What follows belongs to an exercise in optimizing a design on an open flow for small area; a production flow would make more cautious choices. In this exercise RTL edits were held to simulation tests only and were not proved equivalent to the original. No activity file was given, so power comes from the tool's default toggle rates.

File: run.sh
#!/bin/bash
# synth_recipe.tcl (not shown) runs the flow's synth.tcl, then flattens the netlist and writes it again
# the make line also repeats each setting of config.mk as NAME=value (left out here)
make -C /OpenROAD-flow-scripts/flow DESIGN_CONFIG=/design/flow/config.mk WORK_HOME=/design/flow/orfs CLKGATE_MAP_FILE= SYNTH_SCRIPT=/design/flow/synth_recipe.tcl finish
File: config.mk
export PLATFORM = sky130hd
export DESIGN_NAME = fpgarx
export DESIGN_NICKNAME = fpgarx
export VERILOG_FILES = /design/flow/design.v
export SDC_FILE = /design/flow/constraint.sdc
export NUM_CORES = 4
export LEC_CHECK = 0
export CAP_MARGIN = 20
export CORE_MARGIN = 2
export CORE_UTILIZATION = 75
export CTS_BUF_LIST = sky130_fd_sc_hd__clkbuf_16
export CTS_CLUSTER_DIAMETER = 80
export CTS_CLUSTER_SIZE = 25
export SLEW_MARGIN = 20
export SYNTH_MEMORY_MAX_BITS = 32768
File: constraint.sdc
create_clock -name core_clock -period 10.0 [get_ports {clk}]
set_input_delay 2.0000 -clock core_clock [delete_from_list [all_inputs] [get_ports {clk}]]
set_output_delay 2.0000 -clock core_clock [all_outputs]
set_load 0.01 [all_outputs]
File: design.v
module SinCos (Theta, SinSign, SinMag, CosSign, CosMag);
    input  wire [9:0] Theta;
    output wire       SinSign;
    output wire [8:0] SinMag;
    output wire       CosSign;
    output wire [8:0] CosMag;
    localparam [127:0] TA0 = 128'h5a94b4b4924db366ccccccce663319cc;
    localparam [127:0] TA1 = 128'h6cd926d92496da4b6969696b4b5a5296;
    localparam [127:0] TA2 = 128'h8f1e38e1c718e38c718e718c739c6318;
    localparam [127:0] TA3 = 128'h0fe03f01f81f03f07e0f81f07c1f83e0;
    localparam [127:0] TA4 = 128'hf0003ffe001ffc007ff001ff801ffc00;
    localparam [127:0] TA5 = 128'hffffc000001fffff800001ffffe00000;
    localparam [127:0] TA6 = 128'h00000000001ffffffffffe0000000000;
    localparam [127:0] TA7 = 128'hffffffffffe000000000000000000000;
    localparam [127:0] TA8 = 128'h00000000000000000000000000000000;
    localparam [127:0] TB0 = 128'h52aaaad56a52db6d9b3398e38783f800;
    localparam [127:0] TB1 = 128'hc99999cce631c71c78f0781f807ff800;
    localparam [127:0] TB2 = 128'hc78787c3e1f03f03f80ff8007ffff800;
    localparam [127:0] TB3 = 128'h3f807fc01ff000fff80007fffffff800;
    localparam [127:0] TB4 = 128'hff80003ffff0000007fffffffffff800;
    localparam [127:0] TB5 = 128'hff800000000ffffffffffffffffff800;
    localparam [127:0] TB6 = 128'h007ffffffffffffffffffffffffff800;
    localparam [127:0] TB7 = 128'hfffffffffffffffffffffffffffff800;
    localparam [127:0] TB8 = 128'h000000000000000000000000000007ff;
    wire [7:0] i = Theta[7:0];
    wire [7:0] u = i[7] ? 8'd0 - i : i;
    wire       h = u[7];                      
    wire [6:0] k = u[6:0];
    wire [8:0] a = h ? 9'd181 : {TA8[k], TA7[k], TA6[k], TA5[k], TA4[k], TA3[k], TA2[k], TA1[k], TA0[k]};
    wire [8:0] b = h ? 9'd181 : {TB8[k], TB7[k], TB6[k], TB5[k], TB4[k], TB3[k], TB2[k], TB1[k], TB0[k]};
    wire       sw = Theta[8] ^ i[7];
    assign SinMag  = sw ? b : a;
    assign CosMag  = sw ? a : b;
    assign SinSign = Theta[9];
    assign CosSign = Theta[9] ^ Theta[8];
endmodule
module Multiplier
  (input  wire        clk,
   input  wire        rst,
   input  wire        clr,       
   input  wire        s_in,      
   input  wire [8:0]  m_in,      
   input  wire [9:0]  b,         
   output reg  [18:0] qx,
   output reg         sg);
  reg       sa;
  reg [8:0] ma;
  wire t1 = (b[0] & ma[0]);
  wire t2 = (b[1] & ma[0]);
  wire t3 = (b[0] & ma[1]);
  wire t4 = (b[2] & ma[0]);
  wire t5 = (b[1] & ma[1]);
  wire t6 = (b[0] & ma[2]);
  wire t7 = (b[3] & ma[0]);
  wire t8 = (b[2] & ma[1]);
  wire t9 = (b[1] & ma[2]);
  wire t10 = (b[0] & ma[3]);
  wire t11 = (b[4] & ma[0]);
  wire t12 = (b[3] & ma[1]);
  wire t13 = (b[2] & ma[2]);
  wire t14 = (b[1] & ma[3]);
  wire t15 = (b[0] & ma[4]);
  wire t16 = (b[5] & ma[0]);
  wire t17 = (b[4] & ma[1]);
  wire t18 = (b[3] & ma[2]);
  wire t19 = (b[2] & ma[3]);
  wire t20 = (b[1] & ma[4]);
  wire t21 = (b[0] & ma[5]);
  wire t22 = (b[6] & ma[0]);
  wire t23 = (b[5] & ma[1]);
  wire t24 = (b[4] & ma[2]);
  wire t25 = (b[3] & ma[3]);
  wire t26 = (b[2] & ma[4]);
  wire t27 = (b[1] & ma[5]);
  wire t28 = (b[0] & ma[6]);
  wire t29 = (b[7] & ma[0]);
  wire t30 = (b[6] & ma[1]);
  wire t31 = (b[5] & ma[2]);
  wire t32 = (b[4] & ma[3]);
  wire t33 = (b[3] & ma[4]);
  wire t34 = (b[2] & ma[5]);
  wire t35 = (b[1] & ma[6]);
  wire t36 = (b[0] & ma[7]);
  wire t37 = (b[8] & ma[0]);
  wire t38 = (b[7] & ma[1]);
  wire t39 = (b[6] & ma[2]);
  wire t40 = (b[5] & ma[3]);
  wire t41 = (b[4] & ma[4]);
  wire t42 = (b[3] & ma[5]);
  wire t43 = (b[2] & ma[6]);
  wire t44 = (b[1] & ma[7]);
  wire t45 = (b[0] & ma[8]);
  wire t46 = (b[9] & ma[0]);
  wire t47 = (b[8] & ma[1]);
  wire t48 = (b[7] & ma[2]);
  wire t49 = (b[6] & ma[3]);
  wire t50 = (b[5] & ma[4]);
  wire t51 = (b[4] & ma[5]);
  wire t52 = (b[3] & ma[6]);
  wire t53 = (b[2] & ma[7]);
  wire t54 = (b[1] & ma[8]);
  wire t55 = ~(b[9] & ma[0]);
  wire t56 = ~(b[9] & ma[1]);
  wire t57 = (b[8] & ma[2]);
  wire t58 = (b[7] & ma[3]);
  wire t59 = (b[6] & ma[4]);
  wire t60 = (b[5] & ma[5]);
  wire t61 = (b[4] & ma[6]);
  wire t62 = (b[3] & ma[7]);
  wire t63 = (b[2] & ma[8]);
  wire t64 = ~(b[9] & ma[2]);
  wire t65 = (b[8] & ma[3]);
  wire t66 = (b[7] & ma[4]);
  wire t67 = (b[6] & ma[5]);
  wire t68 = (b[5] & ma[6]);
  wire t69 = (b[4] & ma[7]);
  wire t70 = (b[3] & ma[8]);
  wire t71 = ~(b[9] & ma[3]);
  wire t72 = (b[8] & ma[4]);
  wire t73 = (b[7] & ma[5]);
  wire t74 = (b[6] & ma[6]);
  wire t75 = (b[5] & ma[7]);
  wire t76 = (b[4] & ma[8]);
  wire t77 = ~(b[9] & ma[4]);
  wire t78 = (b[8] & ma[5]);
  wire t79 = (b[7] & ma[6]);
  wire t80 = (b[6] & ma[7]);
  wire t81 = (b[5] & ma[8]);
  wire t82 = ~(b[9] & ma[5]);
  wire t83 = (b[8] & ma[6]);
  wire t84 = (b[7] & ma[7]);
  wire t85 = (b[6] & ma[8]);
  wire t86 = ~(b[9] & ma[6]);
  wire t87 = (b[8] & ma[7]);
  wire t88 = (b[7] & ma[8]);
  wire t89 = ~(b[9] & ma[7]);
  wire t90 = (b[8] & ma[8]);
  wire t91 = ~(b[9] & ma[8]);
  wire t92 = t22 ^ t23;
  wire t93 = t22 & t23;
  wire t94 = t29 ^ t30 ^ t31;
  wire t95 = (t29 & t30) | (t29 & t31) | (t30 & t31);
  wire t96 = t32 ^ t33;
  wire t97 = t32 & t33;
  wire t98 = t37 ^ t38 ^ t39;
  wire t99 = (t37 & t38) | (t37 & t39) | (t38 & t39);
  wire t100 = t40 ^ t41 ^ t42;
  wire t101 = (t40 & t41) | (t40 & t42) | (t41 & t42);
  wire t102 = t43 ^ t44;
  wire t103 = t43 & t44;
  wire t104 = t46 ^ t47 ^ t48;
  wire t105 = (t46 & t47) | (t46 & t48) | (t47 & t48);
  wire t106 = t49 ^ t50 ^ t51;
  wire t107 = (t49 & t50) | (t49 & t51) | (t50 & t51);
  wire t108 = t52 ^ t53 ^ t54;
  wire t109 = (t52 & t53) | (t52 & t54) | (t53 & t54);
  wire t110 = t55 ^ t56 ^ t57;
  wire t111 = (t55 & t56) | (t55 & t57) | (t56 & t57);
  wire t112 = t58 ^ t59 ^ t60;
  wire t113 = (t58 & t59) | (t58 & t60) | (t59 & t60);
  wire t114 = t61 ^ t62 ^ t63;
  wire t115 = (t61 & t62) | (t61 & t63) | (t62 & t63);
  wire t116 = t64 ^ t65 ^ t66;
  wire t117 = (t64 & t65) | (t64 & t66) | (t65 & t66);
  wire t118 = t67 ^ t68 ^ t69;
  wire t119 = (t67 & t68) | (t67 & t69) | (t68 & t69);
  wire t120 = t71 ^ t72 ^ t73;
  wire t121 = (t71 & t72) | (t71 & t73) | (t72 & t73);
  wire t122 = t11 ^ t12;
  wire t123 = t11 & t12;
  wire t124 = t16 ^ t17 ^ t18;
  wire t125 = (t16 & t17) | (t16 & t18) | (t17 & t18);
  wire t126 = t19 ^ t20;
  wire t127 = t19 & t20;
  wire t128 = t92 ^ t24 ^ t25;
  wire t129 = (t92 & t24) | (t92 & t25) | (t24 & t25);
  wire t130 = t26 ^ t27 ^ t28;
  wire t131 = (t26 & t27) | (t26 & t28) | (t27 & t28);
  wire t132 = t93 ^ t94 ^ t96;
  wire t133 = (t93 & t94) | (t93 & t96) | (t94 & t96);
  wire t134 = t34 ^ t35 ^ t36;
  wire t135 = (t34 & t35) | (t34 & t36) | (t35 & t36);
  wire t136 = t95 ^ t97 ^ t98;
  wire t137 = (t95 & t97) | (t95 & t98) | (t97 & t98);
  wire t138 = t100 ^ t102 ^ t45;
  wire t139 = (t100 & t102) | (t100 & t45) | (t102 & t45);
  wire t140 = t99 ^ t101 ^ t103;
  wire t141 = (t99 & t101) | (t99 & t103) | (t101 & t103);
  wire t142 = t104 ^ t106 ^ t108;
  wire t143 = (t104 & t106) | (t104 & t108) | (t106 & t108);
  wire t144 = t105 ^ t107 ^ t109;
  wire t145 = (t105 & t107) | (t105 & t109) | (t107 & t109);
  wire t146 = t110 ^ t112 ^ t114;
  wire t147 = (t110 & t112) | (t110 & t114) | (t112 & t114);
  wire t148 = t111 ^ t113 ^ t115;
  wire t149 = (t111 & t113) | (t111 & t115) | (t113 & t115);
  wire t150 = t116 ^ t118 ^ t70;
  wire t151 = (t116 & t118) | (t116 & t70) | (t118 & t70);
  wire t152 = t117 ^ t119 ^ t120;
  wire t153 = (t117 & t119) | (t117 & t120) | (t119 & t120);
  wire t154 = t74 ^ t75 ^ t76;
  wire t155 = (t74 & t75) | (t74 & t76) | (t75 & t76);
  wire t156 = t121 ^ t77 ^ t78;
  wire t157 = (t121 & t77) | (t121 & t78) | (t77 & t78);
  wire t158 = t79 ^ t80 ^ t81;
  wire t159 = (t79 & t80) | (t79 & t81) | (t80 & t81);
  wire t160 = t82 ^ t83 ^ t84;
  wire t161 = (t82 & t83) | (t82 & t84) | (t83 & t84);
  wire t162 = t7 ^ t8;
  wire t163 = t7 & t8;
  wire t164 = t122 ^ t13 ^ t14;
  wire t165 = (t122 & t13) | (t122 & t14) | (t13 & t14);
  wire t166 = t123 ^ t124 ^ t126;
  wire t167 = (t123 & t124) | (t123 & t126) | (t124 & t126);
  wire t168 = t125 ^ t127 ^ t128;
  wire t169 = (t125 & t127) | (t125 & t128) | (t127 & t128);
  wire t170 = t129 ^ t131 ^ t132;
  wire t171 = (t129 & t131) | (t129 & t132) | (t131 & t132);
  wire t172 = t133 ^ t135 ^ t136;
  wire t173 = (t133 & t135) | (t133 & t136) | (t135 & t136);
  wire t174 = t137 ^ t139 ^ t140;
  wire t175 = (t137 & t139) | (t137 & t140) | (t139 & t140);
  wire t176 = t141 ^ t143 ^ t144;
  wire t177 = (t141 & t143) | (t141 & t144) | (t143 & t144);
  wire t178 = t145 ^ t147 ^ t148;
  wire t179 = (t145 & t147) | (t145 & t148) | (t147 & t148);
  wire t180 = t149 ^ t151 ^ t152;
  wire t181 = (t149 & t151) | (t149 & t152) | (t151 & t152);
  wire t182 = t153 ^ t155 ^ t156;
  wire t183 = (t153 & t155) | (t153 & t156) | (t155 & t156);
  wire t184 = t157 ^ t159 ^ t160;
  wire t185 = (t157 & t159) | (t157 & t160) | (t159 & t160);
  wire t186 = t161 ^ t86 ^ t87;
  wire t187 = (t161 & t86) | (t161 & t87) | (t86 & t87);
  wire t188 = t4 ^ t5;
  wire t189 = t4 & t5;
  wire t190 = t162 ^ t9 ^ t10;
  wire t191 = (t162 & t9) | (t162 & t10) | (t9 & t10);
  wire t192 = t163 ^ t164 ^ t15;
  wire t193 = (t163 & t164) | (t163 & t15) | (t164 & t15);
  wire t194 = t165 ^ t166 ^ t21;
  wire t195 = (t165 & t166) | (t165 & t21) | (t166 & t21);
  wire t196 = t167 ^ t168 ^ t130;
  wire t197 = (t167 & t168) | (t167 & t130) | (t168 & t130);
  wire t198 = t169 ^ t170 ^ t134;
  wire t199 = (t169 & t170) | (t169 & t134) | (t170 & t134);
  wire t200 = t171 ^ t172 ^ t138;
  wire t201 = (t171 & t172) | (t171 & t138) | (t172 & t138);
  wire t202 = t173 ^ t174 ^ t142;
  wire t203 = (t173 & t174) | (t173 & t142) | (t174 & t142);
  wire t204 = t175 ^ t176 ^ t146;
  wire t205 = (t175 & t176) | (t175 & t146) | (t176 & t146);
  wire t206 = t177 ^ t178 ^ t150;
  wire t207 = (t177 & t178) | (t177 & t150) | (t178 & t150);
  wire t208 = t179 ^ t180 ^ t154;
  wire t209 = (t179 & t180) | (t179 & t154) | (t180 & t154);
  wire t210 = t181 ^ t182 ^ t158;
  wire t211 = (t181 & t182) | (t181 & t158) | (t182 & t158);
  wire t212 = t183 ^ t184 ^ t85;
  wire t213 = (t183 & t184) | (t183 & t85) | (t184 & t85);
  wire t214 = t185 ^ t186 ^ t88;
  wire t215 = (t185 & t186) | (t185 & t88) | (t186 & t88);
  wire t216 = t187 ^ t89 ^ t90;
  wire t217 = (t187 & t89) | (t187 & t90) | (t89 & t90);
  wire [18:0] ra = {1'b1, t217, t215, t213, t211, t209, t207, t205, t203, t201, t199, t197, t195, t193, t191, t189, t188, t2, t1};
  wire [18:0] rb = {1'b0, t91, t216, t214, t212, t210, t208, t206, t204, t202, t200, t198, t196, t194, t192, t190, t6, t3, 1'b0};
  wire [18:0] q;
  rca #(19) fin (.a(ra), .b(rb), .ci(1'b0), .s(q), .co());
  always @(posedge clk)
  begin
    sa <= s_in & ~(rst | clr);
    ma <= (rst | clr) ? 9'd0 : m_in;
    qx <= q ^ {19{sa}};    
    sg <= sa;
  end
endmodule
module rca #(parameter W = 8)
  (input  wire [W-1:0] a,
   input  wire [W-1:0] b,
   input  wire         ci,
   output wire [W-1:0] s,
   output wire         co);
  wire [W:0] c;
  assign c[0] = ci;
  genvar i;
  generate for (i = 0; i < W; i = i + 1) begin : g
    assign s[i]   = a[i] ^ b[i] ^ c[i];
    assign c[i+1] = (a[i] & b[i]) | (a[i] & c[i]) | (b[i] & c[i]);
  end endgenerate
  assign co = c[W];
endmodule
module nco_sig
  (input  wire       clk,
   input  wire       rst,
   input  wire [6:0] opP,      
   input  wire [6:0] opA,      
   output wire [9:0] addr,     
   output wire       sin_out);
  reg [6:0] opB, opC;                
  reg [12:0] I0;  reg [18:0] I1;  reg [17:0] I2;  reg [13:0] I3;
  reg [12:0] P0;  reg [18:0] P1;  reg [17:0] P2;  reg [13:0] P3;
  reg ic0, ic1, ic2, pc0, pc1, pc2;
  wire [63:0] yP, yA, yB, yC, rP, rA, rB, rC;
  wire        lP, lA, lB, lC;
  nco_cmd cP (.op(opP), .y(yP), .pr(rP), .ld(lP));
  nco_cmd cA (.op(opA), .y(yA), .pr(rA), .ld(lA));
  nco_cmd cB (.op(opB), .y(yB), .pr(rB), .ld(lB));
  nco_cmd cC (.op(opC), .y(yC), .pr(rC), .ld(lC));
  wire [12:0] i0s;  wire [18:0] i1s;  wire [17:0] i2s;  wire [13:0] i3s;
  wire i0c, i1c, i2c, i3c;
  rca #(13) ai0 (.a(I0), .b(yP[12:0]),  .ci(opP[3]), .s(i0s), .co(i0c));    
  rca #(19) ai1 (.a(I1), .b(yA[31:13]), .ci(ic0),  .s(i1s), .co(i1c));
  rca #(18) ai2 (.a(I2), .b(yB[49:32]), .ci(ic1),  .s(i2s), .co(i2c));
  rca #(14) ai3 (.a(I3), .b(yC[63:50]), .ci(ic2),  .s(i3s), .co(i3c));
  wire [63:0] rz = {64{~rst}};
  wire [12:0] i0n = (lP | rst) ? rP[12:0]  & rz[12:0]  : i0s;
  wire [18:0] i1n = (lA | rst) ? rA[31:13] & rz[31:13] : i1s;
  wire [17:0] i2n = (lB | rst) ? rB[49:32] & rz[49:32] : i2s;
  wire [13:0] i3n = (lC | rst) ? rC[63:50] & rz[63:50] : i3s;
  wire [12:0] p0n;  wire [18:0] p1n;  wire [17:0] p2n;  wire [13:0] p3n;
  wire p0c, p1c, p2c, p3c;
  rca #(13) ap0 (.a(P0), .b(I0), .ci(1'b0), .s(p0n), .co(p0c));
  rca #(19) ap1 (.a(P1), .b(I1), .ci(pc0),  .s(p1n), .co(p1c));
  rca #(18) ap2 (.a(P2), .b(I2), .ci(pc1),  .s(p2n), .co(p2c));
  rca #(14) ap3 (.a(P3), .b(I3), .ci(pc2),  .s(p3n), .co(p3c));
  always @(posedge clk) begin
    I0 <= i0n; I1 <= i1n; I2 <= i2n; I3 <= i3n;
    if (rst) begin
      opB <= 7'd0; opC <= 7'd0;
      P0 <= 13'd0; P1 <= 19'd0; P2 <= 18'd0; P3 <= 14'd0;
      ic0 <= 1'b0; ic1 <= 1'b0; ic2 <= 1'b0;
      pc0 <= 1'b0; pc1 <= 1'b0; pc2 <= 1'b0;
    end else begin
      opB <= opA; opC <= opB;
      ic0 <= i0c & ~lP; ic1 <= i1c & ~lA; ic2 <= i2c & ~lB;
      P0 <= p0n; P1 <= p1n; P2 <= p2n; P3 <= p3n;
      pc0 <= p0c; pc1 <= p1c; pc2 <= p2c;
    end
  end
  assign addr    = P3[13:4];
  assign sin_out = ~p3n[13];
endmodule
module nco_cmd (input wire [6:0] op, output wire [63:0] y, output wire [63:0] pr, output wire ld);
  localparam [63:0] PA = 64'h02c6a19e88f1cfe2;    
  localparam [63:0] PB = 64'h01aa60f8b8911654;    
  localparam [63:0] PF = 64'h1dc38c076704516d;    
  localparam [63:0] PG = 64'h1d60d923295482c6;    
  localparam [63:0] K1 = 64'h00071b375868d170;    
  localparam [63:0] K2 = 64'h00001436a8cdf6f3;    
  localparam [63:0] K3 = 64'h0000ca22980ba57e;    
  assign ld = op[6];
  assign pr = ({64{op[6] & (op[5:4] == 2'd0)}} & PA) | ({64{op[6] & (op[5:4] == 2'd1)}} & PB) |
              ({64{op[6] & (op[5:4] == 2'd2)}} & PF) | ({64{op[6] & (op[5:4] == 2'd3)}} & PG);
  assign y  = {64{op[3]}} ^ (({64{op[0]}} & K1) | ({64{op[1]}} & K2) | ({64{op[2]}} & K3));
endmodule
module CIC
  (input  wire        clk,
   input  wire        rst,
   input  wire        rst1,      
   input  wire        rst2,      
   input  wire        rst3,      
   input  wire        ld0,       
   input  wire        ld1,       
   input  wire        ld2,       
   input  wire        jc0,       
   input  wire        jc1,       
   input  wire        jc2,       
   input  wire        pass,      
   input  wire        pfirst,    
   input  wire        fsh,       
   input  wire [1:0]  slot,      
   input  wire        zval,      
   input  wire        vcomb,     
   input  wire        oval,      
   input  wire [1:0]  gain,
   input  wire [18:0] qx,
   input  wire        sg,
   output wire [19:0] d_out);
  localparam W = 59;
  reg  [W-1:0] I1, I2, I3, I4, I5;
  reg  [5:1]   ca1, ca2;           
  reg          e1, e2;             
  wire [18:0]  qs  = qx;                
  wire [W-1:0] din = {{19{e2}}, {20{e1}}, qs[18], qs};
  wire [W-1:0] n1, n2, n3, n4, n5;
  wire [5:1]   c0, c1;
  wire [W-1:0] a5 = I5 & ~{{19{jc2}}, {20{jc1}}, {20{jc0}}};
  rca #(20) s10 (.a(I1[19:0]),  .b(din[19:0]),  .ci(sg),     .s(n1[19:0]),  .co(c0[1]));
  rca #(20) s11 (.a(I1[39:20]), .b(din[39:20]), .ci(ca1[1]), .s(n1[39:20]), .co(c1[1]));
  rca #(19) s12 (.a(I1[58:40]), .b(din[58:40]), .ci(ca2[1]), .s(n1[58:40]), .co());
  rca #(20) s20 (.a(I2[19:0]),  .b(I1[19:0]),   .ci(1'b0),   .s(n2[19:0]),  .co(c0[2]));
  rca #(20) s21 (.a(I2[39:20]), .b(I1[39:20]),  .ci(ca1[2]), .s(n2[39:20]), .co(c1[2]));
  rca #(19) s22 (.a(I2[58:40]), .b(I1[58:40]),  .ci(ca2[2]), .s(n2[58:40]), .co());
  rca #(20) s30 (.a(I3[19:0]),  .b(I2[19:0]),   .ci(1'b0),   .s(n3[19:0]),  .co(c0[3]));
  rca #(20) s31 (.a(I3[39:20]), .b(I2[39:20]),  .ci(ca1[3]), .s(n3[39:20]), .co(c1[3]));
  rca #(19) s32 (.a(I3[58:40]), .b(I2[58:40]),  .ci(ca2[3]), .s(n3[58:40]), .co());
  rca #(20) s40 (.a(I4[19:0]),  .b(I3[19:0]),   .ci(1'b0),   .s(n4[19:0]),  .co(c0[4]));
  rca #(20) s41 (.a(I4[39:20]), .b(I3[39:20]),  .ci(ca1[4]), .s(n4[39:20]), .co(c1[4]));
  rca #(19) s42 (.a(I4[58:40]), .b(I3[58:40]),  .ci(ca2[4]), .s(n4[58:40]), .co());
  rca #(20) s50 (.a(a5[19:0]),  .b(I4[19:0]),   .ci(1'b0),   .s(n5[19:0]),  .co(c0[5]));
  rca #(20) s51 (.a(a5[39:20]), .b(I4[39:20]),  .ci(ca1[5]), .s(n5[39:20]), .co(c1[5]));
  rca #(19) s52 (.a(a5[58:40]), .b(I4[58:40]),  .ci(ca2[5]), .s(n5[58:40]), .co());
  always @(posedge clk) begin
    I5 <= n5;
    e1 <= qs[18]; e2 <= e1;
    ca1 <= c0; ca2 <= c1;
    if (rst | rst1) I1[19:0] <= 20'd0; else I1[19:0] <= n1[19:0];
    if (rst1 | rst2) I1[39:20] <= 20'd0; else I1[39:20] <= n1[39:20];
    if (rst2 | rst3) I1[58:40] <= 19'd0; else I1[58:40] <= n1[58:40];
    if (rst) begin
      I2[19:0] <= 20'd0; I3[19:0] <= 20'd0; I4[19:0] <= 20'd0;
    end else begin
      I2[19:0] <= n2[19:0]; I3[19:0] <= n3[19:0]; I4[19:0] <= n4[19:0];
    end
    if (rst1) begin
      I2[39:20] <= 20'd0; I3[39:20] <= 20'd0; I4[39:20] <= 20'd0;
    end else begin
      I2[39:20] <= n2[39:20]; I3[39:20] <= n3[39:20]; I4[39:20] <= n4[39:20];
    end
    if (rst2) begin
      I2[58:40] <= 19'd0; I3[58:40] <= 19'd0; I4[58:40] <= 19'd0;
    end else begin
      I2[58:40] <= n2[58:40]; I3[58:40] <= n3[58:40]; I4[58:40] <= n4[58:40];
    end
  end
  reg [56:0] C;
  wire [56:0] cl = {{19{ld2}} & I5[58:40], 38'd0} |
                   {18'd0, {20{ld1}} & I5[39:20], 19'd0} |
                   {37'd0, {20{ld0}} & I5[19:0]};
  always @(posedge clk)
    C <= {1'b0, C[56:1]} | cl;
  reg [63:0] R1, R2, R3, R4;
  reg        b1, b2, b3, b4;       
  wire d1 = C[0];
  wire z1 = R1[0] & zval, z2 = R2[0] & zval, z3 = R3[0] & zval, z4 = R4[0] & zval;
  wire k1 = pfirst | b1, k2 = pfirst | b2, k3 = pfirst | b3, k4 = pfirst | b4;
  wire d2 = d1 ^ ~z1 ^ k1;
  wire d3 = d2 ^ ~z2 ^ k2;
  wire d4 = d3 ^ ~z3 ^ k3;
  wire d5 = d4 ^ ~z4 ^ k4;
  always @(posedge clk) begin
    b1 <= (d1 & ~z1) | (d1 & k1) | (~z1 & k1);
    b2 <= (d2 & ~z2) | (d2 & k2) | (~z2 & k2);
    b3 <= (d3 & ~z3) | (d3 & k3) | (~z3 & k3);
    b4 <= (d4 & ~z4) | (d4 & k4) | (~z4 & k4);
    R1 <= {pass ? d1 : R1[0], R1[63:1]};
    R2 <= {pass ? d2 : R2[0], R2[63:1]};
    R3 <= {pass ? d3 : R3[0], R3[63:1]};
    R4 <= {pass ? d4 : R4[0], R4[63:1]};
  end
  reg [63:0] Q;
  reg [13:0] S;
  wire qr = (slot == 2'd0) ? Q[19] : (slot == 2'd1) ? Q[33] :
            (slot == 2'd2) ? Q[47] : Q[61];
  always @(posedge clk) begin
    Q <= {Q[0], Q[63:62],
          (fsh && slot == 2'd3) ? d5 : Q[61], Q[60:48],
          (fsh && slot == 2'd2) ? d5 : Q[47], Q[46:34],
          (fsh && slot == 2'd1) ? d5 : Q[33], Q[32:20],
          (fsh && slot == 2'd0) ? d5 : Q[19], Q[18:1]};
    if (fsh) S <= {qr, S[13:1]};
  end
  reg [13:0] O;
  wire [15:0] Fx = {S[13], S[13], S[13:0]};    
  wire [12:0] sel = (gain == 2'd0) ? Fx[15:3] :
                    (gain == 2'd1) ? Fx[14:2] :
                    (gain == 2'd2) ? Fx[13:1] : Fx[12:0];
  always @(posedge clk)
    if (rst | (vcomb & ~oval))
      O <= 14'd0;
    else if (vcomb)
      O <= {S[13], sel};
  assign d_out = {{6{O[13]}}, O};
endmodule
module fpgarx
  (
   input             clk,
   input             rst,
   input             cmd_valid,
   input      [7:0]  cmd_byte,
   input      [9:0]  RFIn,
   output     [19:0] i_out,
   output     [19:0] q_out,
   output            out_clk,
   output            sinGen
   );
wire [6:0] opP = ~cmd_valid          ? 7'b000_0_000 :
                 (cmd_byte == 8'd97)  ? 7'b100_0_000 :    
                 (cmd_byte == 8'd98)  ? 7'b101_0_000 :    
                 (cmd_byte == 8'd102) ? 7'b110_0_000 :    
                 (cmd_byte == 8'd103) ? 7'b111_0_000 :    
                 (cmd_byte == 8'd109) ? 7'b000_0_001 :    
                 (cmd_byte == 8'd110) ? 7'b000_1_001 :    
                 (cmd_byte == 8'd112) ? 7'b000_0_010 :    
                 (cmd_byte == 8'd111) ? 7'b000_1_010 :    
                 (cmd_byte == 8'd104) ? 7'b000_0_100 :    
                 (cmd_byte == 8'd113) ? 7'b000_1_100 :    
                                        7'b000_0_000;
wire       gsP  = cmd_valid & (cmd_byte[7:2] == 6'b001100);    
reg  [6:0] opA;
reg        gsA;
reg  [1:0] gA;
reg  [1:0] CICGain;
reg        rst1, rst2, rst3;
always @(posedge clk) begin
  rst1 <= rst;
  rst2 <= rst1;
  rst3 <= rst2;
  if (rst) begin
    opA <= 7'd0; gsA <= 1'b0; gA <= 2'd0; CICGain <= 2'd0;
  end else begin
    opA <= opP; gsA <= gsP; gA <= cmd_byte[1:0];
    if (gsA) CICGain <= gA;
  end
end
wire [9:0] addr;
nco_sig ncoGen (.clk(clk), .rst(rst), .opP(opP), .opA(opA), .addr(addr), .sin_out(sinGen));
wire       sinS, cosS;
wire [8:0] sinM, cosM;
SinCos SinCos1 (.Theta(addr), .SinSign(sinS), .SinMag(sinM), .CosSign(cosS), .CosMag(cosM));
reg signed [9:0] regb;
always @(posedge clk)
  regb <= RFIn;        
wire [18:0] qxI, qxQ;
wire        sgI, sgQ;
Multiplier MixerI (.clk(clk), .rst(rst), .clr(rst1), .s_in(sinS), .m_in(sinM), .b(regb), .qx(qxI), .sg(sgI));
Multiplier MixerQ (.clk(clk), .rst(rst), .clr(rst1), .s_in(cosS), .m_in(cosM), .b(regb), .qx(qxQ), .sg(sgQ));
reg [7:0] count;
reg       run;           
reg [4:0] val;           
reg       d_clk_tmp, d_clk;
reg [1:0] slot;          
reg  ld0, ld1, ld2;      
reg  jc0, jc1, jc2;      
always @(posedge clk) begin
  ld0 <= ~rst & (count == 8'd254);
  ld1 <= ~rst & ld0;
  ld2 <= ~rst & ld1;
  jc0 <= (~rst & (count == 8'd254)) | rst;
  jc1 <= (~rst & ld0) | rst1;
  jc2 <= (~rst & ld1) | rst2;
end
wire pass   = run & (count <= 8'd58);
wire fsh    = run & (count >= 8'd45) & (count <= 8'd58);
wire pend   = run & (count == 8'd58);
wire vcomb  = run & ld1;
always @(posedge clk)
  if (rst) begin
    count <= 8'd0; run <= 1'b0; val <= 5'd0; d_clk_tmp <= 1'b0; d_clk <= 1'b0; slot <= 2'd0;
  end else begin
    count <= count + 8'd1;
    d_clk <= d_clk_tmp;
    if (ld0) begin
      run <= 1'b1;
      d_clk_tmp <= 1'b1;
    end else if (count == 8'd128)
      d_clk_tmp <= 1'b0;
    if (pend) begin
      val <= {1'b1, val[4:1]};
      slot <= slot + 2'd1;
    end
  end
CIC CIC1Sin (.clk(clk), .rst(rst), .rst1(rst1), .rst2(rst2), .rst3(rst3), .ld0(ld0), .ld1(ld1), .ld2(ld2), .jc0(jc0), .jc1(jc1), .jc2(jc2),
             .pass(pass), .pfirst(ld1), .fsh(fsh), .slot(slot), .zval(val[4]), .vcomb(vcomb), .oval(val[0]),
             .gain(CICGain), .qx(qxI), .sg(sgI), .d_out(i_out));
CIC CIC1Cos (.clk(clk), .rst(rst), .rst1(rst1), .rst2(rst2), .rst3(rst3), .ld0(ld0), .ld1(ld1), .ld2(ld2), .jc0(jc0), .jc1(jc1), .jc2(jc2),
             .pass(pass), .pfirst(ld1), .fsh(fsh), .slot(slot), .zval(val[4]), .vcomb(vcomb), .oval(val[0]),
             .gain(CICGain), .qx(qxQ), .sg(sgQ), .d_out(q_out));
assign out_clk = d_clk;
endmodule
==> metrics list, run 1 <==
* Status: no timing/DRC/antenna violations
- Classification of the worst-slack hold path: register to register
* Worst flop-to-flop path startpoint: CIC1Cos.I1[20]
- Ranking of synthesized cells by area: dfxtp_1 51%, fa_1 26%, nor2b_1 4.9%
* Pin slew with the least headroom to its limit: 1.09 ns
- Net switching share of the total power: 24.0%
- On the final layout, the worst clock skew is 0.0441 ns.
- The worst setup path is captured at a register.
* Max stage delay cell, worst path: fa_1
- Warning count from the yosys run: 4
* Final hold violation count: 0
* Number of buffers inserted for hold repair after clock tree synthesis: 0
* Final period demand of the worst path: 9.65 ns
- In the synthesized netlist the async set-or-reset flop fraction comes to 0%.
- Cells fill 80.0% of the core in the end.
- In the synthesized netlist the dominant register cell turns out to be dfxtp_1.
* Cell family with the largest share of critical-path delay: adder cells
- The first global-routing pass estimated about 180 mm of wire.
- Clock-pin slew on the worst setup and hold paths: roughly 0.1 ns
* Buffers inserted during post-CTS setup optimization: 0
* H-tree depth: 3
- In the post-synthesis netlist, the cell with the most instances is dfxtp_1.
* Routed wire per std cell: 17.3 um
- Data required time of the critical path: 10.62 ns
* Number of nets produced by synthesis: 5846
- Insertion delay to the later sink of the worst-skew pair: 0.69 ns
- Netlist Area Pre-Place: 65300 um2
* Hpwl dp: 69.1 mm
- Area share of the largest cell type after synthesis: 50.8%
* Worst Setup Path Type: register to register
* DIE AREA: 89500 um2
* Internal reg-to-reg setup slack: ~0.35 ns
- Critical Path Start Type: register
* Cell type with the largest total area after synthesis: dfxtp_1
- Row Count: 108
* Initial core utilization: 75.5%
- Number of nets in the final layout: about 6000
- The die is 299 um tall.
- GR Util All Layers: about a quarter
* Relative slew margins: 26.9%
* CTS Root Cell: clkbuf_16
* Top post-synthesis cells by count: 1659 x dfxtp_1, 848 x fa_1, 513 x nor2b_1
* Power per standard cell area: around 170 nW/um2
* Static leakage: 30.5 nW
- Synthesis instantiated 88 different standard cells from the library.
- Weighted congestion at the end of routability-driven global placement: approximately 0.85
* DIE WIDTH: approximately 300 um
- Flop pwr share: just over 60%
- Summed over all failing endpoints, the final setup total negative slack is 0 ns.
* Post_cts resized: 0
- RSZ-0062 raised after global routing: false
* Internal Power: 9.09 mW
* Max Clk Rate: between 100 and 150 MHz
- Clock network fraction of total power: 30.2%
- Most frequent CP cell: fa_1
- Area Overhead vs Synth: 5.88%
- CP bufs+invs: 3
- The analysis attributes to net switching a power of ~2.9 mW.
* Number of synthesized register bits: between 1500 and 2000
* Worst stage delay on the critical path: 0.48 ns
- The final layout contains routed wiring with a total length of 105 mm.
* Antenna violations before repair: 0
* DR pass1 iterations: 5
- Counting every sink on the clock net gives 1687.
* Source of the worst hold timing path: CIC1Cos.Q[24]
- Routed via count: 32276
* I/O pin count: 63
- DR DRC count: 0
- The worst path uses 96.5% of the clock period.
* TritonCTS buffer count: 80
- TritonCTS built the clock tree.
* Detailed-route vias per instance: 5.31
* Proportion of layout cells with a drive suffix above 1: 4.47%
- Tracing the worst setup path back leads to its startpoint at CIC1Cos.I1[20].
- The final count of pins violating max slew was 0.
* Largest fanout of any net on the critical path: 2
- Once detail routing completed, the nets flagged for antenna violations numbered 0.
* Number of maximum-capacitance violations: 0
- The synthesized design contains 28 enable-type register cells.
- Setup violations remaining at the end of the flow were counted as 0.
* Number of antenna cells inserted: 0
- Cell-by-cell listing of the critical path: inv_1 -> fa_1 -> inv_1 -> fa_1 -> fa_1 -> fa_1 -> fa_1 -> fa_1 -> fa_1 -> fa_1 -> fa_1 -> fa_1 -> fa_1 -> fa_1 -> fa_1 -> fa_1 -> fa_1 -> fa_1 -> fa_1 -> fa_1 -> fa_1 -> inv_1 -> fa_1 -> nor3_1
* Fraction of the yosys area taken by sequential cells: 52.1%
- Counting every instance in the synthesized netlist gives 4923.
* Total congestion overflow after global routing: 0
* Vias in the first global route: around 35000
- IO Port Bufs: 62
- Each instance of the synthesized netlist takes up on average 13.3 um2.
- No sink is reached through more buffers than the 3 on the longest clock path.
- Comb power frac: 7.6%
- Number of DRC violations after detailed-routing iteration 0: 1762
* Data arrival time of the worst path: between 10 and 15 ns
* Worst supply voltage drop on vdd: 226 uV
- Largest net degree at the start of global routing: 107
- Core ar.: 86500 um2
## worst paths after layout
| kind | endpoint | cells past startpoint |
|---|---|---|
| max | CIC1Cos.I1[39] | 24 |
| min | CIC1Cos.Q[23] | 0 |
| min reg2reg | CIC1Cos.Q[23] | 0 |
| max reg2reg | CIC1Cos.I1[39] | 24 |
## state kept, by name (all words and copies together) (netlist names), 64 cells and up
| name | cells |
|---|---|
| CIC1Cos.R1 | 64 |
| CIC1Sin.Q | 64 |
| CIC1Sin.R2 | 64 |
| CIC1Sin.R1 | 64 |
| CIC1Sin.R4 | 64 |
| CIC1Cos.R3 | 64 |
| CIC1Cos.R4 | 64 |
| CIC1Cos.Q | 64 |
| CIC1Sin.R3 | 64 |
| CIC1Cos.R2 | 64 |
## cells in the final DEF, fill, tap and decap left out, types with 10 or more instances in the layout
cell type        instances
a21oi_1                 92
nand2_1                141
and2_1                 265
a21o_1                 110
nand2b_1                21
nand3_1                 21
clkdlybuf4s50_1         60
xnor2_1                 40
nor2b_1                513
or2_2                   18
fa_1                   847
buf_4                   36
nor3_1                  49
dfxtp_1               1656
o21ai_0                 32
o211ai_1                15
a211oi_1                23
mux2i_1                 27
o31ai_1                 10
inv_1                  368
mux4_2                  22
clkbuf_16               80
nor2_1                 154
mux2_2                  17
xor2_1                  56
ha_1                    54
edfxtp_1                28
## cell type report
cell class	instances	area, um2
Tap cell	1155	1450
Clock buffer	80	2000
Fill cell	4816	17300
Multi-Input combinational cell	2670	29100
Clock inverter	23	300
Timing Repair Buffer	98	897
Inverter	366	1370
Sequential cell	1687	34100
## power by group through the flow
| stage | Clock (mW) | Sequential (mW) | Combinational, mW |
|---|---|---|---|
| detailed placement | 0 | 7.61 | 0.919 |
| global placement | 0 | 7.59 | 0.839 |
| finish | 3.62 | 7.44 | 0.908 |
| global route | 3.92 | 7.52 | 1.11 |
| CTS | 3.70 | 7.45 | 0.935 |
| floorplan | 0 | 7.52 | 0.696 |
## per-stage QoR
step                instance area [um2]  setup slack (ns)  total power, mW  hold slack [ns]  std cells
floorplan                         65300             0.102             8.22            0.310       4923
global placement                  66800             0.476             8.43            0.310       5976
detailed placement                66800             0.274             8.52            0.312       5976
CTS                               69100            0.0258             12.1            0.319       6079
global route                      69200           0.00910             12.5            0.330       6079
finish                            69200             0.351             12.0            0.306       6079
## kinds of logic (layout without fill, tap and decap cells)
group,Yosys count,count (layout),share of synthesized area [%]
xor gates and xnor gates,99,99,1.34
adders and majority gates,902,902,27.0
AOI/OAI and AO/OA,380,380,4.08
muxes,66,66,1.47
DFF,1687,1687,52.1
buffers and inverters,566,567,3.45
and+or+nand+nor,1223,1223,10.5
## per-layer routing
metal | GRT usage [%] | up-vias | wire length (um)
met5 | 0 | - | 0
met4 | 5.79 | 0 | 2250
met3 | 3.28 | 171 | 3700
met2 | 42.0 | 612 | 51500
met1 | 37.4 | 16264 | 47400
li1 | - | 15229 | -
==> run 2, diff against run 1 <==
--- a/config.mk
+++ b/config.mk
@@ -9,6 +9,6 @@
 export CORE_MARGIN = 2
-export CORE_UTILIZATION = 75
+export CORE_UTILIZATION = 70
 export CTS_BUF_LIST = sky130_fd_sc_hd__clkbuf_16
-export CTS_CLUSTER_DIAMETER = 80
-export CTS_CLUSTER_SIZE = 25
+export CTS_CLUSTER_DIAMETER = 100
+export CTS_CLUSTER_SIZE = 30
 export SLEW_MARGIN = 20
==> run 2 against run 1 <==
Die area rose by 7.0%. Critical path type unchanged. Combinational power fell by 3.5%. Sequential power barely moved. Highest routed layer unchanged.
==> metrics list, run 2 <==
* Netlist Area Pre-Place: 65300 um2 (unchanged)
- The die area came to 95800 um2 (was 89500 um2).
- RSZ-0062 raised after global routing: false (unchanged)
* H-tree depth: 3 (unchanged)
- The growth of design area from synthesis to finish came to 5.62% (was 5.88%).
- Top post-synthesis cells by count: 1659 x dfxtp_1, 848 x fa_1, 513 x nor2b_1 (unchanged).
* End of the worst register-to-register path: CIC1Sin.I1[39] (was CIC1Cos.I1[39])
- The via count of the first global-routing pass came to 33267 (was 35142).
- The number of instances in the synthesized netlist is 4923 (unchanged).
- Row Count: 112 (was 108)
* Insertion delay to the later sink of the worst-skew pair: 0.68 ns (was 0.69 ns)
* Final hold violation count: 0 (unchanged)
- The cell area after placement is 67000 um2 (was 66800 um2).
- The wire length of the first global-routing pass came to 170 mm (was 184 mm).
- The largest fanout on the critical path is 2 (unchanged).
- The pin count of the biggest net entering global routing is 87 (was 107).
- The count of input and output buffers was 62 (unchanged).
- The number of enable-type register cells in the synthesized netlist is 28 (unchanged).
* Die Ht: 309 um (was 299 um)
- Setup TNS after final layout: 0 ns (unchanged)
- Number of synthesized register bits: 1687 (unchanged)
- R2R depth: 24 (unchanged)
- The number of different library cells in the post-synthesis netlist was 88 (unchanged).
- Cell-by-cell listing of the critical path: inv_1 -> fa_1 -> inv_1 -> fa_1 -> fa_1 -> fa_1 -> fa_1 -> fa_1 -> fa_1 -> fa_1 -> fa_1 -> fa_1 -> fa_2 -> fa_1 -> fa_1 -> fa_1 -> fa_1 -> fa_1 -> fa_1 -> fa_1 -> fa_1 -> inv_1 -> fa_1 -> nor3_1 (was inv_1 -> fa_1 -> inv_1 -> fa_1 -> fa_1 -> fa_1 -> fa_1 -> fa_1 -> fa_1 -> fa_1 -> fa_1 -> fa_1 -> fa_1 -> fa_1 -> fa_1 -> fa_1 -> fa_1 -> fa_1 -> fa_1 -> fa_1 -> fa_1 -> inv_1 -> fa_1 -> nor3_1).
* GR Util All Layers: 22.0% (was 25.6%)
- The post-detailed-route wirelength per cell is 15.5 um (was 17.3 um).
- Fraction of the yosys area taken by sequential cells: 52.1% (unchanged)
- The number of antenna violations at the first check in global routing came to 0 (unchanged).
* Worst supply voltage drop on vdd: 126 uV (was 226 uV)
* Cell type with the largest total area after synthesis: dfxtp_1 (unchanged)
* Met1 demand-to-capacity share in global routing: 33.3% (was 37.4%)
- The root cell of the clock tree is clkbuf_16 (unchanged).
- Cell Count, Final, Fillers Out: 6164 (was 6079)
- The area share of the largest cell type after synthesis was 50.8% (unchanged).
- The most numerous cell on the critical path is fa_1 (unchanged).
- The power per cell area came to 169 nW/um2 (was 173 nW/um2).
* Clock-pin slew on the worst setup and hold paths: 0.11 ns (was 0.10 ns)
- The number of optimization iterations in the first detailed-route pass came to 5 (unchanged).
- Relative slew margins: 25.4% (was 26.9%)
- The data required time of the critical path is 10.59 ns (was 10.62 ns).
- The number of setup violations in the final report was 0 (unchanged).
- Smallest hold slack: 0.325 ns (was 0.306 ns)
- The final critical-path share of the clock period came to 95.5% (was 96.5%).
* Max Clk Rate: 105 MHz (was 104 MHz)
- Clock tree from TritonCTS: built (unchanged)
- Initial core utilization: 70.3% (was 75.5%)
- Ranking of synthesized cells by area: dfxtp_1 51%, fa_1 26%, nor2b_1 4.9% (unchanged).
* Most frequent cells in the layout: 1656 x dfxtp_1, 846 x fa_1, 513 x nor2b_1, 368 x inv_1, 266 x and2_1 (was 1656 x dfxtp_1, 847 x fa_1, 513 x nor2b_1, 368 x inv_1, 265 x and2_1)
- Number of maximum-capacitance violations: 0 (unchanged)
* Pin slew with the least headroom to its limit: 1.12 ns (was 1.09 ns)
- The detailed-route via count came to 31351 (was 32276).
- Levels on crit path: 24 (unchanged)
- The start-to-end type of the worst setup path is register to register (unchanged).
* Proportion of layout cells with a drive suffix above 1: 4.28% (was 4.47%)
* Worst flop-to-flop path startpoint: CIC1Sin.I1[20] (was CIC1Cos.I1[20])
* Most common cell after layout, fill and taps aside: dfxtp_1 (unchanged)
- Classification of the worst-slack hold path: register to register (unchanged)
- The kind of start point of the critical path is a register (unchanged).
- DRT Wirelength: 95.6 mm (was 105 mm)
* Count leader, synth: dfxtp_1 (unchanged)
- The setup skew after layout came to 0.0295 ns (was 0.0441 ns).
- The number of buffers added by the clock tree synthesis step was 68 (was 80).
- The final net count came to 5815 (was 5826).
* Number of buffers inserted for hold repair after clock tree synthesis: 0 (unchanged)
- Flip-flop cell with the highest count after synthesis: dfxtp_1 (unchanged)
- Layout Cell Area excl Fill: 69000 um2 (was 69200 um2)
- The share of async-settable or async-resettable flops after synthesis is 0% (unchanged).
- The remaining design rule violation count was 0 (unchanged).
- I/O pin count: 63 (unchanged)
- Number of nets with antenna violations after routing: 0 (unchanged)
* Detailed-route vias per instance: 5.09 (was 5.31)
- The final weighted congestion of routability-driven global placement was 0.854 (was 0.853).
* Total placed cells including tap cells: 6076 (was 5976)
- Worst stage delay on the critical path: 0.47 ns (was 0.48 ns)
* Number of DRC violations after detailed-routing iteration 0: 1815 (was 1762)
- The post-CTS setup repair buffer count came to 0 (unchanged).
- Data arrival time of the worst path: 10.14 ns (was 10.27 ns)
* Status: no timing/DRC/antenna violations (unchanged)
- Grt met2 use: 34.5% (was 42.0%)
- The minimum setup slack among reg-to-reg paths was 0.45 ns (was 0.35 ns).
- The synthesized area divided by synthesized cell count is 13.3 um2 (unchanged).
- The total inserted antenna cells was 0 (unchanged).
- Cell family with the largest share of critical-path delay: adder cells (unchanged)
* Number of nets produced by synthesis: 5846 (unchanged)
- Final period demand of the worst path: 9.55 ns (was 9.65 ns)
- Core ar.: 92900 um2 (was 86500 um2)
- CP bufs+invs: 3 (unchanged)
- The met3 capacity usage during global routing came to 3.07% (was 3.28%).
- The standard cell with the maximum stage delay on the critical path is fa_1 (unchanged).
- Clock Tree Buf Depth: 3 (unchanged)
* Crit. Startpoint: CIC1Sin.I1[20] (was CIC1Cos.I1[20])
* CTS sink count: 1687 (unchanged)
* Most congested layer reported by global routing: met2 (unchanged)
- The final HPWL from detailed placement is 65.7 mm (was 69.1 mm).
- Endpoint class of the critical path: register (unchanged)
- The count of warnings emitted by yosys was 4 (unchanged).
- Static leakage: 30.4 nW (was 30.5 nW)
* Total congestion overflow after global routing: 0 (unchanged)
- DIE WIDTH: 309 um (was 299 um)
- Final slew viol count: 0 (unchanged)
* Final cell utilization of the core: 74.3% (was 80.0%)
* Critical Path End: CIC1Sin.I1[39] (was CIC1Cos.I1[39])
[run 2: cell counts after synthesis]
Identical to the previous run, type by type.
[run 2: layer usage]
metal | part of all wire (%) | vias to the layer above
met5 | 0 | -
met4 | 1.8 | 0
met3 | 3.6 | 116
met2 | 46 | 450
met1 | 48 | 15601
li1 | - | 15184
[run 2: timing repair]
action                                  CTS  global route
gates resized for setup                   1             5
gates cloned                              0             0
endpoints found under the hold margin     0             0
endpoints found under the setup margin    1             3
[run 2: logic make-up after synthesis]
family,share of synthesized area [%]
compound gates,4.08
xor+xnor,1.34
fa+ha+maj,27.0
buf+inv,3.45
flops,52.1
mux,1.47
simple gates,10.5
[run 2: report_power, final]
part           total [mW]  internal, mW  leakage [nW]  switching [mW]
Clock                3.35          1.31         0.996            2.04
Sequential           7.44          7.12          13.7           0.322
Combinational       0.876         0.467          15.8           0.409
[run 2: cell type report]
type / instances / area (um2)
Sequential cell: 1687 / 34100
Multi-Input combinational cell: 2670 / 29100
Fill cell: 6124 / 23900
Clock buffer: 69 / 1730
Tap cell: 1254 / 1570
Inverter: 366 / 1370
Timing Repair Buffer: 99 / 905
Clock inverter: 19 / 267
[run 2: stage by stage]
stage / setup WS (ns) / total power, mW
2_1_floorplan: 0.102 / 8.22
3_3_place_gp: 0.456 / 8.42
3_5_place_dp: 0.280 / 8.49
4_1_cts: 0.0469 / 11.8
5_1_grt: 0.000875 / 12.3
6_report: 0.446 / 11.7
[run 2: how the worst min path moves through the flow]
| stage | startpoint | end | slack [ns] | depth (start not counted) |
|---|---|---|---|---|
| 6_report | CIC1Sin.R1[34] | CIC1Sin.R1[33] | 0.32 | 0 |
| 5_1_grt | CIC1Cos.R4[63] | CIC1Cos.R4[62] | 0.33 | 0 |
| 4_1_cts | CIC1Cos.R2[4] | CIC1Cos.R2[3] | 0.33 | 0 |
| 3_5_place_dp | CIC1Cos.R4[12] | CIC1Cos.R4[11] | 0.31 | 0 |
| 3_3_place_gp | CIC1Cos.R4[23] | CIC1Cos.R4[22] | 0.31 | 0 |
| 2_1_floorplan | CIC1Cos.Q[1] | CIC1Cos.Q[0] | 0.31 | 0 |
==> run 3, diff against run 2 <==
--- a/config.mk
+++ b/config.mk
@@ -9,3 +9,3 @@
 export CORE_MARGIN = 2
-export CORE_UTILIZATION = 70
+export CORE_UTILIZATION = 65
 export CTS_BUF_LIST = sky130_fd_sc_hd__clkbuf_16
==> run 3 against run 2 <==
Still clean. Area after synthesis unchanged. Sequential power about the same. Cell area up 0.21%. Clock power up 2%. Setup slack worse by 0.034 ns. Critical path type unchanged.
==> metrics list, run 3 <==
- The minimum setup slack among reg-to-reg paths was 0.41 ns (was 0.45 ns).
* Area share of the largest cell type after synthesis: 50.8% (unchanged)
- Cell-by-cell listing of the critical path: inv_1 -> fa_1 -> inv_1 -> fa_1 -> fa_1 -> fa_1 -> fa_1 -> fa_1 -> fa_1 -> fa_1 -> fa_1 -> fa_1 -> fa_1 -> fa_1 -> fa_1 -> fa_1 -> fa_1 -> fa_1 -> fa_1 -> fa_1 -> fa_1 -> inv_1 -> fa_1 -> nor2_1 (was inv_1 -> fa_1 -> inv_1 -> fa_1 -> fa_1 -> fa_1 -> fa_1 -> fa_1 -> fa_1 -> fa_1 -> fa_1 -> fa_1 -> fa_2 -> fa_1 -> fa_1 -> fa_1 -> fa_1 -> fa_1 -> fa_1 -> fa_1 -> fa_1 -> inv_1 -> fa_1 -> nor3_1).
- The standard-cell row count came to 116 (was 112).
- The number of enable-type register cells in the synthesized netlist was 28 (unchanged).
* Critical Path End: CIC1Cos.I4[39] (was CIC1Sin.I1[39])
- The sequential-to-total area share from yosys stat was 52.1% (unchanged).
- Mean cell area of the mapped netlist: 13.3 um2 (unchanged)
- The simple-gate portion of the synthesized area was 10.5% (unchanged).
- The count of warnings emitted by yosys was 4 (unchanged).
* Largest net degree at the start of global routing: 82 (was 87)
- Crit. Startpoint: CIC1Cos.I3[20] (was CIC1Sin.I1[20])
- The largest fanout on the critical path was 2 (unchanged).
* Proportion of layout cells with a drive suffix above 1: 4.36% (was 4.28%)
* CTS sink count: 1687 (unchanged)
- Total congestion overflow after global routing: 0 (unchanged)
- Die Ht: 321 um (was 309 um)
- The total of max-cap violations is 0 (unchanged).
* TritonCTS buffer count: 69 (was 68)
- Placement-stage worst setup slack: 0.285 ns (was 0.280 ns)
- Clock tree from TritonCTS: built (unchanged)
* Netlist Area Pre-Place: 65300 um2 (unchanged)
- Area Overhead vs Synth: 5.84% (was 5.62%)
- The maximum resistive drop on vdd came to 154 uV (was 126 uV).
- Worst stage delay on the critical path: 0.49 ns (was 0.47 ns)
- Insertion delay to the later sink of the worst-skew pair: 0.68 ns (about the same)
- The worst slew slack as a fraction of its limit was 29.6% (was 25.4%).
- Setup TNS after final layout: 0 ns (unchanged)
* DR pass1 iterations: 5 (unchanged)
- The die area is 103000 um2 (was 95800 um2).
- Max stage delay cell, worst path: fa_1 (unchanged)
- Levels on crit path: 24 (unchanged)
- The start-to-end type of the worst setup path is register to register (unchanged).
* Most common cell after layout, fill and taps aside: dfxtp_1 (unchanged)
- Antenna violations before repair: 4 (was 0)
- The number of setup violations in the final report came to 0 (unchanged).
* Combinational family with the most area after synthesis: adder cells (unchanged)
* Cell type with the largest total area after synthesis: dfxtp_1 (unchanged)
- Parity-gate share of the synthesized area counting xor and xnor cells: 1.34% (unchanged)
- Compound-cell area share of the yosys netlist: 4.08% (unchanged)
* Data arrival time of the worst path: 10.21 ns (was 10.14 ns)
- Number of synthesized register bits: 1687 (unchanged)
* Number of nets in the final layout: 5816 (was 5815)
- The initial standard-cell utilization of the core is 65.4% (was 70.3%).
* Power per standard cell area: 170 nW/um2 (was 169 nW/um2)
- The final HPWL from detailed placement was 67.0 mm (was 65.7 mm).
* End of the worst register-to-register path: CIC1Cos.I4[39] (was CIC1Sin.I1[39])
- The minimum setup slack in the final design is 0.412 ns (was 0.446 ns).
* Number of nets with antenna violations after routing: 0 (unchanged)
- DR DRC count: 0 (unchanged)
* GR Util All Layers: 20.6% (was 22.0%)
* CTS Root Cell: clkbuf_16 (unchanged)
- Detailed-route vias per instance: 5.09 (about the same)
* Portion of netlist area occupied by mux cells: 1.47% (unchanged)
- Final period demand of the worst path: 9.59 ns (was 9.55 ns)
- Core ar.: 99900 um2 (was 92900 um2)
- Share of synthesized cell area in full adder, half adder and majority cells: 27.0% (unchanged)
* Sequential cell area: 34100 um2 (about the same)
- Status: no timing/DRC/antenna violations (unchanged)
- The detailed-route via count was 31606 (was 31351).
- Weighted congestion at the end of routability-driven global placement: 0.853 (was 0.854)
- Layout Skew: 0.0488 ns (was 0.0295 ns)
- The dominant cell by count in the synthesized netlist was dfxtp_1 (unchanged).
- Vias in the first global route: 33704 (was 33267)
- Flip-flop cell with the highest count after synthesis: dfxtp_1 (unchanged)
- Number of fillers in the final layout: 7147 (was 6124)
- Endpoint class of the critical path: register (unchanged)
* Part of the cycle the worst path needs: 95.9% (was 95.5%)
- The final count of pins violating max slew was 0 (unchanged).
- Mapped Cells: 4923 (unchanged)
- RSZ-0062 raised after global routing: false (unchanged).
* DIE WIDTH: 321 um (was 309 um)
* R2R depth: 24 (unchanged)
* Ys async rst share: 0% (unchanged)
- Area used by multi-input combinational logic: 29100 um2 (about the same)
- The iteration-0 DRC count of the detailed router is 1608 (was 1815).
* Ranking of synthesized cells by area: dfxtp_1 51%, fa_1 26%, nor2b_1 4.9% (unchanged)
* Final hold violation count: 0 (unchanged)
* Static leakage: 30.4 nW (about the same)
- Number of nets produced by synthesis: 5846 (unchanged)
- Most frequent cells in the layout: 1654 x dfxtp_1, 846 x fa_1, 513 x nor2b_1, 367 x inv_1, 266 x and2_1 (was 1656 x dfxtp_1, 846 x fa_1, 513 x nor2b_1, 368 x inv_1, 266 x and2_1).
- The number of top-level pins is 63 (unchanged).
- Classification of the worst-slack hold path: register to register (unchanged)
- The pin slew with the least headroom to its limit came to 1.05 ns (was 1.12 ns).
* Cell family with the largest share of critical-path delay: adder cells (unchanged)
- Top post-synthesis cells by count: 1659 x dfxtp_1, 848 x fa_1, 513 x nor2b_1 (unchanged)
* Data required time of the critical path: 10.62 ns (was 10.59 ns)
* Clock Tree Buf Depth: 3 (unchanged)
- Routed wire per std cell: 15.8 um (was 15.5 um)
- Worst flop-to-flop path startpoint: CIC1Cos.I3[20] (was CIC1Sin.I1[20])
- Clock-pin slew on the worst setup and hold paths: 0.12 ns (was 0.11 ns)
- Global-route wire length before repair: 173 mm (was 170 mm)
- The fmax was 104 MHz (was 105 MHz).
- IO Port Bufs: 62 (unchanged)
- The count of H-tree levels built during CTS is 3 (unchanged).
- The most numerous cell on the critical path is fa_1 (unchanged).
- Buffers inserted during post-CTS setup optimization: 0 (unchanged)
- The kind of start point of the critical path is a register (unchanged).
* Post-synthesis cell type count: 88 (unchanged)
* DRT Wirelength: 98.1 mm (was 95.6 mm)
- The number of buffers and inverters on the critical path is 3 (unchanged).
==> run 3: changes by cell type in the layout (fill, tap and decap cells not counted), sizes merged <==
cell | before | now
bufinv | 0 | 1
diode | 0 | 2
clkbuf | 70 | 71
inv | 378 | 374
clkinv | 7 | 11
==> run 3: metrics by stage <==
stage               instance area, um2  cells  util [%]  power, mW  hold WS (ns)
floorplan                        65300   4923         -       8.22         0.310
global placement                 67000   6120      67.1       8.47         0.310
detailed placement               67000   6120      67.1       8.51         0.312
CTS                              69100   6210      69.2       11.9         0.323
global route                     69100   6212      69.2       12.4         0.323
finish                           69100   6212      69.2       11.8         0.320
==> run 3: logic make-up (layout without fill, tap and decap cells) <==
family                   after synthesis  in the layout
other                                  0              2
adder cells (fa/ha/maj)              902            902
buffers and inverters                566            555
flip-flops                          1687           1687
XOR/XNOR                              99             99
AND/OR/NAND/NOR                     1223           1223
AO/OA/AOI/OAI                        380            380
multiplexers                          66             66
==> run 3: power breakdown <==
part           total, mW  internal (mW)  switching [mW]
registers           7.43           7.12           0.318
clock network       3.43           1.36            2.07
logic              0.896          0.477           0.420
==> run 3: timing repair <==
action / CTS / global route
gates resized for setup: 0 / 6
setup endpoints to repair: 0 / 3
hold endpoints to repair: 0 / 0
hold buffers: 0 / 0
==> run 3: final cells by class <==
type	instances	share of cell area, %
antenna	2	0.00724
inverter	366	1.99
clock buffer	70	2.53
multi-input combinational	2670	42.1
clock inverter	20	0.476
sequential	1687	49.3
timing repair buffer	99	1.31
tap	1298	2.35
==> run 3: worst min path at each step <==
stage          slack, ns  cells after the start      startpoint              to
6_report            0.32                      0  CIC1Sin.R3[43]  CIC1Sin.R3[42]
5_1_grt             0.32                      0   CIC1Cos.Q[14]   CIC1Cos.Q[13]
4_1_cts             0.32                      0   CIC1Cos.Q[54]   CIC1Cos.Q[53]
3_5_place_dp        0.31                      0   CIC1Cos.R2[1]   CIC1Cos.R2[0]
3_3_place_gp        0.31                      0   CIC1Sin.Q[28]   CIC1Sin.Q[27]
2_1_floorplan       0.31                      0    CIC1Cos.Q[1]    CIC1Cos.Q[0]
==> run 3: metal layers <==
metal / routed length (um) / GRT usage [%] / vias to the layer above
met1: 48200 / 31.3 / 15944
met4: 1750 / 4.11 / 0
met3: 3250 / 2.97 / 112
met2: 44900 / 32.0 / 394
met5: 0 / 0 / -
li1: - / - / 15156

-- what the ideal ports hide --
Ports are ideal in the flow. The routed layouts listed here were re-timed in OpenROAD.
Step 1 assumes that a clkbuf_16 drives the clock port and a buf_2 every other input.
Step 2, shift: input delay + t, output delay - t, t = (earliest + latest rising clock arrival at the registers) / 2. This alone moves slack from input paths to output paths.
Three values: no drivers, after step 1, after step 2; two values: the first two.
| run | t (ns) | setup slack, ns | hold WS [ns] | clock arrival spread, ns | pins driven straight from the clock port |
|---|---|---|---|---|---|
| run 1 | 0.735 | 0.351 / 0.351 / 0.351 | 0.306 / 0.306 / 0.306 | 0.048 / 0.048 | 1 |
| run 2 | 0.727 | 0.446 / 0.446 / 0.446 | 0.325 / 0.325 / 0.325 | 0.032 / 0.032 | 1 |
| run 3 | 0.728 | 0.412 / 0.412 / 0.412 | 0.320 / 0.320 / 0.320 | 0.058 / 0.059 | 1 |
After both steps setup and hold are still met in every run listed.
